Context: an optimization exercise on an open-source flow, tuned for small area, a short achievable clock period and few clock cycles. The choices shown serve that exercise and are no tape-out recipe.
In this exercise RTL edits were held to simulation tests only and were not proved equivalent to the original.
Power and IR drop assume default switching activity.

==> v9 <==
// or32
module or32(
    input               i_rst,
    input               i_clk,
    output reg [31:0]   o_addr,
    output reg [31:0]   o_dat_w,
    output reg [3:0]    o_we,
    input      [31:0]   i_dat_r,
    output reg          o_stb,
    input               i_ack
);
==> flow/config.mk <==
export PLATFORM = sky130hd
export DESIGN_NAME = or32
export DESIGN_NICKNAME = or32
export VERILOG_FILES = /design/flow/design.v
export SDC_FILE = /design/flow/constraint.sdc
export NUM_CORES = 4
export LEC_CHECK = 0
export ABC_CLOCK_PERIOD_IN_PS = 4000
export CAP_MARGIN = 20
export CORE_MARGIN = 2
export CORE_UTILIZATION = 40
export SLEW_MARGIN = 20
export TNS_END_PERCENT = 5
==> flow/constraint.sdc <==
create_clock -name core_clock -period 13.0 [get_ports {i_clk}]
set_input_delay 2.6000 -clock core_clock [delete_from_list [all_inputs] [get_ports {i_clk}]]
set_output_delay 2.6000 -clock core_clock [all_outputs]
set_load 0.01 [all_outputs]
standard.sh (not shown) runs the stock make flow with config.mk's settings and CLKGATE_MAP_FILE= SYNTH_SCRIPT=/design/flow/synth_recipe.tcl, a recipe that flattens the netlist after the stock synthesis.
==> flow/flow/run.sh <==
#!/bin/bash
set -euo pipefail
bash standard.sh SETUP_SLACK_MARGIN=9 "BUFFER_PORTS_ARGS=-buffer_cell sky130_fd_sc_hd__buf_4" finish > standard.log 2>&1
==> v28: changes against v9 <==
--- a/flow/design.v
+++ b/flow/design.v
@@ -26,21 +26,22 @@
     output reg          o_stb,
     input               i_ack
 );
     reg         rst;                 
     reg [31:0]  r [0:14];            
     reg [31:0]  fpc;                 
-    reg         bus_wait;            
+    reg         pend;                
     reg [1:0]   bk;                  
     reg         fkill;               
     reg         mem_pend;            
     reg         mem_ld;              
     reg         st_chk;              
+    reg [13:2]  st_lo;               
     localparam BK_F = 2'd0, BK_L = 2'd1, BK_S = 2'd2;
-    reg [31:0]  ir, fb;
-    reg         ir_v, fb_v;
+    reg [31:0]  ir;
+    reg         ir_v;
     reg [3:0]   q_r1a;               
     reg [3:0]   q_r2a;               
     reg         q_p2r;               
     reg         q_use1, q_use2;      
     reg         q_wr;                
     reg         q_x;                 
@@ -77,13 +78,13 @@
     reg [1:0]   ld_sel;
     reg [31:0]  ld_data;
     reg         w_v;
     reg [3:0]   w_d;
     reg         w_15;
     reg [31:0]  w_data;
-    wire [31:0] ir_in = fb_v ? fb : i_dat_r;
+    wire [31:0] ir_in = i_dat_r;
     wire [7:0]  n_op = ir_in[7:0];
     wire [7:0]  n_a1 = ir_in[15:8];
     wire [7:0]  n_a2 = ir_in[23:16];
     wire [7:0]  n_a3 = ir_in[31:24];
     wire        n_is7 = (n_op[7:4] == 4'h7);
     wire [3:0]  n_opc = n_op[3:0];
@@ -216,30 +217,29 @@
     wire r_stall = hz_x | hz_ld | x_blk | st_chk;
     wire x_free  = ~x_v | x_done;
     wire r_go    = ir_v & ~r_stall & (~q_x | x_free);
     wire r_free  = ~ir_v | r_go;
     wire jzt      = x_v & x_jz & ~(|x_a);
     wire hold     = (x_v & x_w15) | (w_v & w_15) | (ld_pend & ld_15);
-    wire smc      = st_chk & ((ir_v & (o_addr[31:2] == fpcm4[31:2])) |
-                              (o_addr[31:2] == fpc[31:2]));
+    wire smc      = st_chk & ((ir_v & (st_lo == fpcm4[13:2])) | (st_lo == fpc[13:2]));
     wire rj       = r_go & q_rj;
     wire flush    = jzt | hold | smc | rj;
     wire mem_go   = x_done & (x_ld | x_st);
     wire [31:0] ld_val = ~ld_b ? ld_data :
                          {24'd0, (ld_sel == 2'd0) ? ld_data[7:0] :
                                  (ld_sel == 2'd1) ? ld_data[15:8] :
                                  (ld_sel == 2'd2) ? ld_data[23:16] : ld_data[31:24]};
     wire ld_wr    = ld_rdy & ~w_v;         
-    wire arr      = i_ack & bus_wait & (bk == BK_F) & ~fkill;
-    wire ir_load  = ~flush & r_free & (fb_v | arr);
-    wire ir_v_nx  = ~flush & (r_free ? (fb_v | arr) : ir_v);
-    wire fb_v_nx  = ~flush & ~r_free & (fb_v | arr);
+    wire arr      = i_ack & pend & (bk == BK_F) & ~fkill;
+    wire ir_load  = ~flush & r_free & arr;
+    wire ir_v_nx  = ~flush & (r_free ? arr : ir_v);
     wire [31:0] fpc_base = rj ? jz_tgt : jzt ? x_b : ((smc & ir_v) ? fpcm4 : fpc);
     wire [31:0] fpc_seq  = ir_load ? fpc + 32'd4 : fpc_base;
-    wire can_issue = ~o_stb & (~bus_wait | i_ack);
-    wire f_go = can_issue & ~mem_go & ~mem_pend & ~hold & ~fb_v & ~(ir_v & arr) & ~(arr & d_rj);
+    wire can_issue = ~pend | i_ack;
+    wire issue     = ~i_rst & can_issue & (mem_go | mem_pend | f_go);
+    wire f_go = can_issue & ~mem_go & ~mem_pend & ~hold & ~(ir_v & arr) & ~(arr & d_rj);
     wire        rf_we = w_v ? ~w_15 : (ld_wr & ~ld_15);
     wire [3:0]  rf_wa = w_v ? w_d : ld_d;
     wire [31:0] rf_wd = w_v ? w_data : ld_val;
     integer k;
     always @(posedge i_clk) begin
         rst <= i_rst;
@@ -281,33 +281,32 @@
             q_xo[XO_ST]  <= n_st;
             q_xo[XO_IMS] <= n_ims;
             q_xo[XO_LTU] <= n_oh[13];
             q_xo[XO_JZ]  <= n_jz;
             q_inv   <= n_oh[1] | n_oh[3] | n_oh[13];
         end
-        if (~r_free & ~fb_v) fb <= i_dat_r;
         if (r_go & q_st)
             sel1 <= 16'd1 << dd;                 
         else if (r_free)
             sel1 <= 16'd1 << n_a2[3:0];
         else if (x_sthold & x_done)
             sel1 <= 16'd1 << q_r1a;
         if (r_free)
             sel2 <= (n_ims | n_jz) ? (16'd1 << n_a1[3:0]) : (16'd1 << n_a3[3:0]);
         ir_v <= ir_v_nx;
-        fb_v <= fb_v_nx;
-        o_stb <= ~i_rst & can_issue & (mem_go | mem_pend | f_go);
-        bus_wait <= o_stb | (bus_wait & ~i_ack);
+        o_stb <= issue;
+        pend  <= issue | (pend & ~i_ack);
         if (can_issue)
             bk <= (mem_go | mem_pend) ? ((mem_go ? x_ld : mem_ld) ? BK_L : BK_S) : BK_F;
         mem_pend <= (mem_go | mem_pend) & ~can_issue;
         if (mem_go) mem_ld <= x_ld;
         st_chk <= mem_go & x_st;
         if (can_issue & f_go) fkill <= 1'b0;
         else if (flush) fkill <= 1'b1;
         if (mem_go) begin
+            st_lo   <= maddr[13:2];
             o_addr  <= maddr;
             o_we    <= x_st ? st_we : 4'b0000;
             o_dat_w <= st_dw;
         end else if (~mem_pend) begin
             o_addr  <= fpc_seq;
             o_we    <= 4'b0000;
@@ -377,14 +376,14 @@
                 if (~dvz) q <= 32'd0;
             end else if (dph == 2'd2) begin
                 q <= q_n;
             end
         end
         x_v <= (r_go & q_x) | (x_v & ~x_done);
-        if (bus_wait & (bk == BK_L)) ld_data <= i_dat_r;
-        ld_rdy <= (ld_rdy & ~ld_wr) | (i_ack & bus_wait & (bk == BK_L));
+        if (pend & (bk == BK_L)) ld_data <= i_dat_r;
+        ld_rdy <= (ld_rdy & ~ld_wr) | (i_ack & pend & (bk == BK_L));
         if (mem_go & x_ld) begin
             ld_pend <= 1'b1;
             ld_d    <= x_d;
             ld_15   <= x_w15;
             ld_b    <= x_lb;
             ld_sel  <= sum[1:0];
@@ -398,20 +397,19 @@
         end
         if (rst) begin
             o_stb      <= ~i_rst;        
             o_addr     <= 32'd0;
             o_we       <= 4'b0000;
             bk         <= BK_F;
-            bus_wait   <= 1'b0;
+            pend       <= ~i_rst;
             fkill      <= 1'b0;
             mem_pend   <= 1'b0;
             st_chk     <= 1'b0;
             fpc        <= 32'd0;
             r[14]      <= 32'd0;
             ir_v       <= 1'b0;
-            fb_v       <= 1'b0;
             x_v        <= 1'b0;
             q          <= 32'd0;
             ld_pend    <= 1'b0;
             ld_rdy     <= 1'b0;
             w_v        <= 1'b0;
         end
==> flow/flow/run.sh (replaced) <==
#!/bin/bash
set -euo pipefail
bash standard.sh SETUP_SLACK_MARGIN=8.8 "BUFFER_PORTS_ARGS=-buffer_cell sky130_fd_sc_hd__buf_4" finish > standard.log 2>&1
Settings changed: ABC_AREA set to 1, ABC_CLOCK_PERIOD_IN_PS 4000 to not set, TNS_END_PERCENT 5 to 100.
==> impl_metrics.toml <==
[clock_network]
cts_buffers = 106
clock_sinks = 955

[global_routing]
use_met2_pct = 56.3
grt_usage_pct = 39.1

[detailed_routing]
wl_met2_um = 126000
drt-initial-drc-count = 10289

[timing]
skew_ns = 0.0991
timing.final.ws_setup_ns = 8.47

[layout]
drive_gt1_share_pct = 16.4
multi_input_area_sq_um = 31900

[status]
run_status = "finished clean"

[logic_synthesis]
synth_top_cell_area_share_pct = 38.8
the above is filed under v9

==> impl_metrics.toml <==
[global_routing]
use_met2_pct = 62.3
grt_usage_pct = 44.1

[timing]
skew_ns = 0.0903
timing.final.ws_setup_ns = 8.54

[status]
run_status = "finished clean"

[layout]
multi_input_area_sq_um = 30600
drive_gt1_share_pct = 10.3

[clock_network]
clock_sinks = 934

[detailed_routing]
drt-initial-drc-count = 11083
wl_met2_um = 141000
the above is filed under v28

Testbench counts of v9, summed over its fixed seeds: cycles 173,888.
Testbench counts of v28, summed over its fixed seeds: cycles 174,885.

* * *

==> trial 21 <==
or32 with an RTL version that a note above also has.
Settings: LEC_CHECK=0, ABC_AREA=1, CAP_MARGIN=20, CORE_MARGIN=2, CORE_UTILIZATION=40, SLEW_MARGIN=20, TNS_END_PERCENT=100; clock period 13.0 ns.
==> flow/flow/run.sh <==
#!/bin/bash
set -euo pipefail
bash standard.sh SETUP_SLACK_MARGIN=9 "BUFFER_PORTS_ARGS=-buffer_cell sky130_fd_sc_hd__buf_4" finish > standard.log 2>&1
==> inputs of build 64, as changes to trial 21 <==
==> flow/flow/run.sh (replaced) <==
#!/bin/bash
set -euo pipefail
bash standard.sh SETUP_SLACK_MARGIN=9.3 "BUFFER_PORTS_ARGS=-buffer_cell sky130_fd_sc_hd__buf_4" finish > standard.log 2>&1
==> inputs of build 1, as changes to trial 21 <==
--- a/flow/design.v
+++ b/flow/design.v
@@ -25,24 +25,23 @@
     input      [31:0]   i_dat_r,
     output reg          o_stb,
     input               i_ack
 );
     reg         rst;                 
     reg [31:0]  r [0:14];            
     reg [31:0]  fpc;                 
-    reg         pend;                
+    reg         bus_wait;            
     reg [1:0]   bk;                  
     reg         fkill;               
     reg         mem_pend;            
     reg         mem_ld;              
     reg         st_chk;              
-    reg [13:2]  st_lo;               
     localparam BK_F = 2'd0, BK_L = 2'd1, BK_S = 2'd2;
-    reg [31:0]  ir;
-    reg         ir_v;
+    reg [31:0]  ir, fb;
+    reg         ir_v, fb_v;
     reg [3:0]   q_r1a;               
     reg [3:0]   q_r2a;               
     reg         q_p2r;               
     reg         q_use1, q_use2;      
     reg         q_wr;                
     reg         q_x;                 
     reg         q_jz, q_ims, q_shift, q_mul, q_div, q_ld, q_st;
@@ -77,15 +76,15 @@
     reg         ld_b;
     reg [1:0]   ld_sel;
     reg [31:0]  ld_data;
     reg         w_v;
     reg [3:0]   w_d;
     reg         w_15;
     reg [31:0]  w_data;
-    wire [31:0] ir_in = i_dat_r;
+    wire [31:0] ir_in = fb_v ? fb : i_dat_r;
     wire [7:0]  n_op = ir_in[7:0];
     wire [7:0]  n_a1 = ir_in[15:8];
     wire [7:0]  n_a2 = ir_in[23:16];
     wire [7:0]  n_a3 = ir_in[31:24];
     wire        n_is7 = (n_op[7:4] == 4'h7);
     wire [3:0]  n_opc = n_op[3:0];
     wire [15:0] n_oh = n_is7 ? (16'd1 << n_opc) : 16'd0;
@@ -216,31 +215,32 @@
     wire x_blk   = x_v & (x_st | x_jz | x_w15);      
     wire r_stall = hz_x | hz_ld | x_blk | st_chk;
     wire x_free  = ~x_v | x_done;
     wire r_go    = ir_v & ~r_stall & (~q_x | x_free);
     wire r_free  = ~ir_v | r_go;
     wire jzt      = x_v & x_jz & ~(|x_a);
     wire hold     = (x_v & x_w15) | (w_v & w_15) | (ld_pend & ld_15);
-    wire smc      = st_chk & ((ir_v & (st_lo == fpcm4[13:2])) | (st_lo == fpc[13:2]));
+    wire smc      = st_chk & ((ir_v & (o_addr[31:2] == fpcm4[31:2])) |
+                              (o_addr[31:2] == fpc[31:2]));
     wire rj       = r_go & q_rj;
     wire flush    = jzt | hold | smc | rj;
     wire mem_go   = x_done & (x_ld | x_st);
     wire [31:0] ld_val = ~ld_b ? ld_data :
                          {24'd0, (ld_sel == 2'd0) ? ld_data[7:0] :
                                  (ld_sel == 2'd1) ? ld_data[15:8] :
                                  (ld_sel == 2'd2) ? ld_data[23:16] : ld_data[31:24]};
     wire ld_wr    = ld_rdy & ~w_v;         
-    wire arr      = i_ack & pend & (bk == BK_F) & ~fkill;
-    wire ir_load  = ~flush & r_free & arr;
-    wire ir_v_nx  = ~flush & (r_free ? arr : ir_v);
+    wire arr      = i_ack & bus_wait & (bk == BK_F) & ~fkill;
+    wire ir_load  = ~flush & r_free & (fb_v | arr);
+    wire ir_v_nx  = ~flush & (r_free ? (fb_v | arr) : ir_v);
+    wire fb_v_nx  = ~flush & ~r_free & (fb_v | arr);
     wire [31:0] fpc_base = rj ? jz_tgt : jzt ? x_b : ((smc & ir_v) ? fpcm4 : fpc);
     wire [31:0] fpc_seq  = ir_load ? fpc + 32'd4 : fpc_base;
-    wire can_issue = ~pend | i_ack;
-    wire issue     = ~i_rst & can_issue & (mem_go | mem_pend | f_go);
-    wire f_go = can_issue & ~mem_go & ~mem_pend & ~hold & ~(ir_v & arr) & ~(arr & d_rj);
+    wire can_issue = ~o_stb & (~bus_wait | i_ack);
+    wire f_go = can_issue & ~mem_go & ~mem_pend & ~hold & ~fb_v & ~(ir_v & arr) & ~(arr & d_rj);
     wire        rf_we = w_v ? ~w_15 : (ld_wr & ~ld_15);
     wire [3:0]  rf_wa = w_v ? w_d : ld_d;
     wire [31:0] rf_wd = w_v ? w_data : ld_val;
     integer k;
     always @(posedge i_clk) begin
         rst <= i_rst;
         for (k = 0; k < 15; k = k + 1)
@@ -280,34 +280,35 @@
             q_xo[XO_LD]  <= n_ld;
             q_xo[XO_ST]  <= n_st;
             q_xo[XO_IMS] <= n_ims;
             q_xo[XO_LTU] <= n_oh[13];
             q_xo[XO_JZ]  <= n_jz;
             q_inv   <= n_oh[1] | n_oh[3] | n_oh[13];
         end
+        if (~r_free & ~fb_v) fb <= i_dat_r;
         if (r_go & q_st)
             sel1 <= 16'd1 << dd;                 
         else if (r_free)
             sel1 <= 16'd1 << n_a2[3:0];
         else if (x_sthold & x_done)
             sel1 <= 16'd1 << q_r1a;
         if (r_free)
             sel2 <= (n_ims | n_jz) ? (16'd1 << n_a1[3:0]) : (16'd1 << n_a3[3:0]);
         ir_v <= ir_v_nx;
-        o_stb <= issue;
-        pend  <= issue | (pend & ~i_ack);
+        fb_v <= fb_v_nx;
+        o_stb <= ~i_rst & can_issue & (mem_go | mem_pend | f_go);
+        bus_wait <= o_stb | (bus_wait & ~i_ack);
         if (can_issue)
             bk <= (mem_go | mem_pend) ? ((mem_go ? x_ld : mem_ld) ? BK_L : BK_S) : BK_F;
         mem_pend <= (mem_go | mem_pend) & ~can_issue;
         if (mem_go) mem_ld <= x_ld;
         st_chk <= mem_go & x_st;
         if (can_issue & f_go) fkill <= 1'b0;
         else if (flush) fkill <= 1'b1;
         if (mem_go) begin
-            st_lo   <= maddr[13:2];
             o_addr  <= maddr;
             o_we    <= x_st ? st_we : 4'b0000;
             o_dat_w <= st_dw;
         end else if (~mem_pend) begin
             o_addr  <= fpc_seq;
             o_we    <= 4'b0000;
         end
@@ -375,16 +376,16 @@
             if (dph == 2'd1) begin
                 if (~dvz) q <= 32'd0;
             end else if (dph == 2'd2) begin
                 q <= q_n;
             end
         end
         x_v <= (r_go & q_x) | (x_v & ~x_done);
-        if (pend & (bk == BK_L)) ld_data <= i_dat_r;
-        ld_rdy <= (ld_rdy & ~ld_wr) | (i_ack & pend & (bk == BK_L));
+        if (bus_wait & (bk == BK_L)) ld_data <= i_dat_r;
+        ld_rdy <= (ld_rdy & ~ld_wr) | (i_ack & bus_wait & (bk == BK_L));
         if (mem_go & x_ld) begin
             ld_pend <= 1'b1;
             ld_d    <= x_d;
             ld_15   <= x_w15;
             ld_b    <= x_lb;
             ld_sel  <= sum[1:0];
         end else if (ld_wr)
@@ -396,21 +397,22 @@
             w_data <= x_res;
         end
         if (rst) begin
             o_stb      <= ~i_rst;        
             o_addr     <= 32'd0;
             o_we       <= 4'b0000;
             bk         <= BK_F;
-            pend       <= ~i_rst;
+            bus_wait   <= 1'b0;
             fkill      <= 1'b0;
             mem_pend   <= 1'b0;
             st_chk     <= 1'b0;
             fpc        <= 32'd0;
             r[14]      <= 32'd0;
             ir_v       <= 1'b0;
+            fb_v       <= 1'b0;
             x_v        <= 1'b0;
             q          <= 32'd0;
             ld_pend    <= 1'b0;
             ld_rdy     <= 1'b0;
             w_v        <= 1'b0;
         end
     end
--- a/flow/config.mk
+++ b/flow/config.mk
@@ -6,8 +6,8 @@
 export NUM_CORES = 4
 export LEC_CHECK = 0
 export ABC_AREA = 1
 export CAP_MARGIN = 20
 export CORE_MARGIN = 2
 export CORE_UTILIZATION = 40
 export SLEW_MARGIN = 20
-export TNS_END_PERCENT = 100
+export TNS_END_PERCENT = 5
==> inputs of build 32, as changes to trial 21 <==
--- a/flow/config.mk
+++ b/flow/config.mk
@@ -6,8 +6,8 @@
 export NUM_CORES = 4
 export LEC_CHECK = 0
 export ABC_AREA = 1
 export CAP_MARGIN = 20
 export CORE_MARGIN = 2
 export CORE_UTILIZATION = 40
 export SLEW_MARGIN = 20
-export TNS_END_PERCENT = 100
+export TNS_END_PERCENT = 5
==> summary of the runs <==
- Of build 32 and build 1, build 1 has the higher clock power (gap about 3%, measured against build 1).
- Of build 1 and trial 21, trial 21 has the higher worst setup slack (gap 270 ps).
- The lowest clock skew belongs to trial 21, the highest to build 64.
- The highest worst hold slack belongs to trial 21, the lowest to build 32.
- Wire length: build 32 < build 64 < trial 21 < build 1.
- Of trial 21 and build 32, build 32 has the higher critical path depth (gap 7).
- In build 1 the sequential cell count is higher than in build 32, by 21.
- Between build 64 and build 1, the lower cell count is in build 1 (gap 0.42%, measured against build 1).
- Synthesized area is the same in trial 21 and build 32.
- Against build 1, the register-to-register slack of trial 21 is higher by 270 ps.
==> figures <==
|  | build 64 | trial 21 | build 32 | build 1 |
|---|---|---|---|---|
| Arrival @ worst endpoint | 4590 ps | 4530 ps | 4800 ps | 5020 ps |
| Antenna violations before repair | 48 | 38 | 32 | 17 |
| Part of the cycle the worst path needs | 30.5% | 31.4% | 33.6% | 33.5% |
| Met3 wire length | 56.8 mm | 51.8 mm | 50.5 mm | 47.5 mm |
| Antenna cells | 28 | 23 | 26 | 21 |
| Launch instance of the worst min-delay path | q_inv | q_xo[10] | q_inv | q_xo[3] |
| Die Span Y | 392 um | 392 um | 392 um | 396 um |
| CTS buffer count | 107 | 108 | 104 | 110 |
| Core area | 0.150 sq mm | 0.150 sq mm | 0.150 sq mm | 0.152 sq mm |
| Final-layout non-clock buffer area share | 6.41% | 5.28% | 4.75% | 5.74% |
| Fraction of met3 tracks used by global routing | 20.0% | 17.6% | 17.6% | 15.3% |
| DR WL met2 | 136 mm | 141 mm | 139 mm | 144 mm |
| Combined flip-flop and latch cell area | 0.0263 sq mm | 0.0263 sq mm | 0.0262 sq mm | 0.0269 sq mm |
| Run status | timing/DRC/antenna clean | timing/DRC/antenna clean | timing/DRC/antenna clean | timing/DRC/antenna clean |
| Post-synthesis cell count | 7,664 | 7,664 | 7,664 | 7,641 |
| Multi-input logic portion of the cell area | 44.6% | 44.4% | 44.6% | 44.4% |
| Number of cell instances on the worst register-to-register path | 13 | 8 | 15 | 13 |
| Portion of synthesized cell area occupied by the leading cell type | 37.5% | 37.5% | 37.5% | 37.8% |
| Final critical-path required period | 3970 ps | 4080 ps | 4370 ps | 4360 ps |
| Startpoint of the worst-slack reg-to-reg timing path | w_v | x_a1[0] | x_a[15] | x_v |
| Number of ordinary inverters in the final layout | 600 | 599 | 600 | 653 |
Testbench counts of trial 21, summed over its fixed seeds: cycles 174,885.
Testbench counts of build 64, summed over its fixed seeds: cycles 174,885.
Testbench counts of build 1, summed over its fixed seeds: cycles 173,888.
Testbench counts of build 32, summed over its fixed seeds: cycles 174,885.

==> re-timing with driven ports <==
In the flow no input, the clock included, has a driving cell. The finished layouts below were timed again as built, in two steps. Step 1 sets driving cells, clkbuf_16 on the clock port and buf_2 on the other inputs (assumed; they add their load-dependent delay and slew). Step 2 times the ports against the registers' clock, not the clock port: input delays grow and output delays shrink by t, the midpoint of the rising clock arrivals with the driver on. Three values: ideal ports, drivers, drivers and shift; two values: the first two.
| run | t, ns | setup slack, ns | worst slew at a driven data input, ns |
|---|---|---|---|
| v9 | 0.861 | 8.474 / 8.474 / 7.707 | 0.08 |
| v28 | 0.873 | 8.542 / 8.542 / 8.118 | 0.04 |
| trial 21 | 0.856 | 8.917 / 8.917 / 8.178 | 0.13 |
| build 64 | 0.865 | 9.035 / 8.970 / 8.312 | 0.16 |
| build 1 | 0.863 | 8.645 / 8.645 / 8.141 | 0.04 |
| build 32 | 0.853 | 8.634 / 8.634 / 7.927 | 0.13 |
After both steps setup and hold are still met in every run listed. The setup slack of v9, which loses most, moves by 0.000 ns with the drivers and by -0.767 ns with both steps.
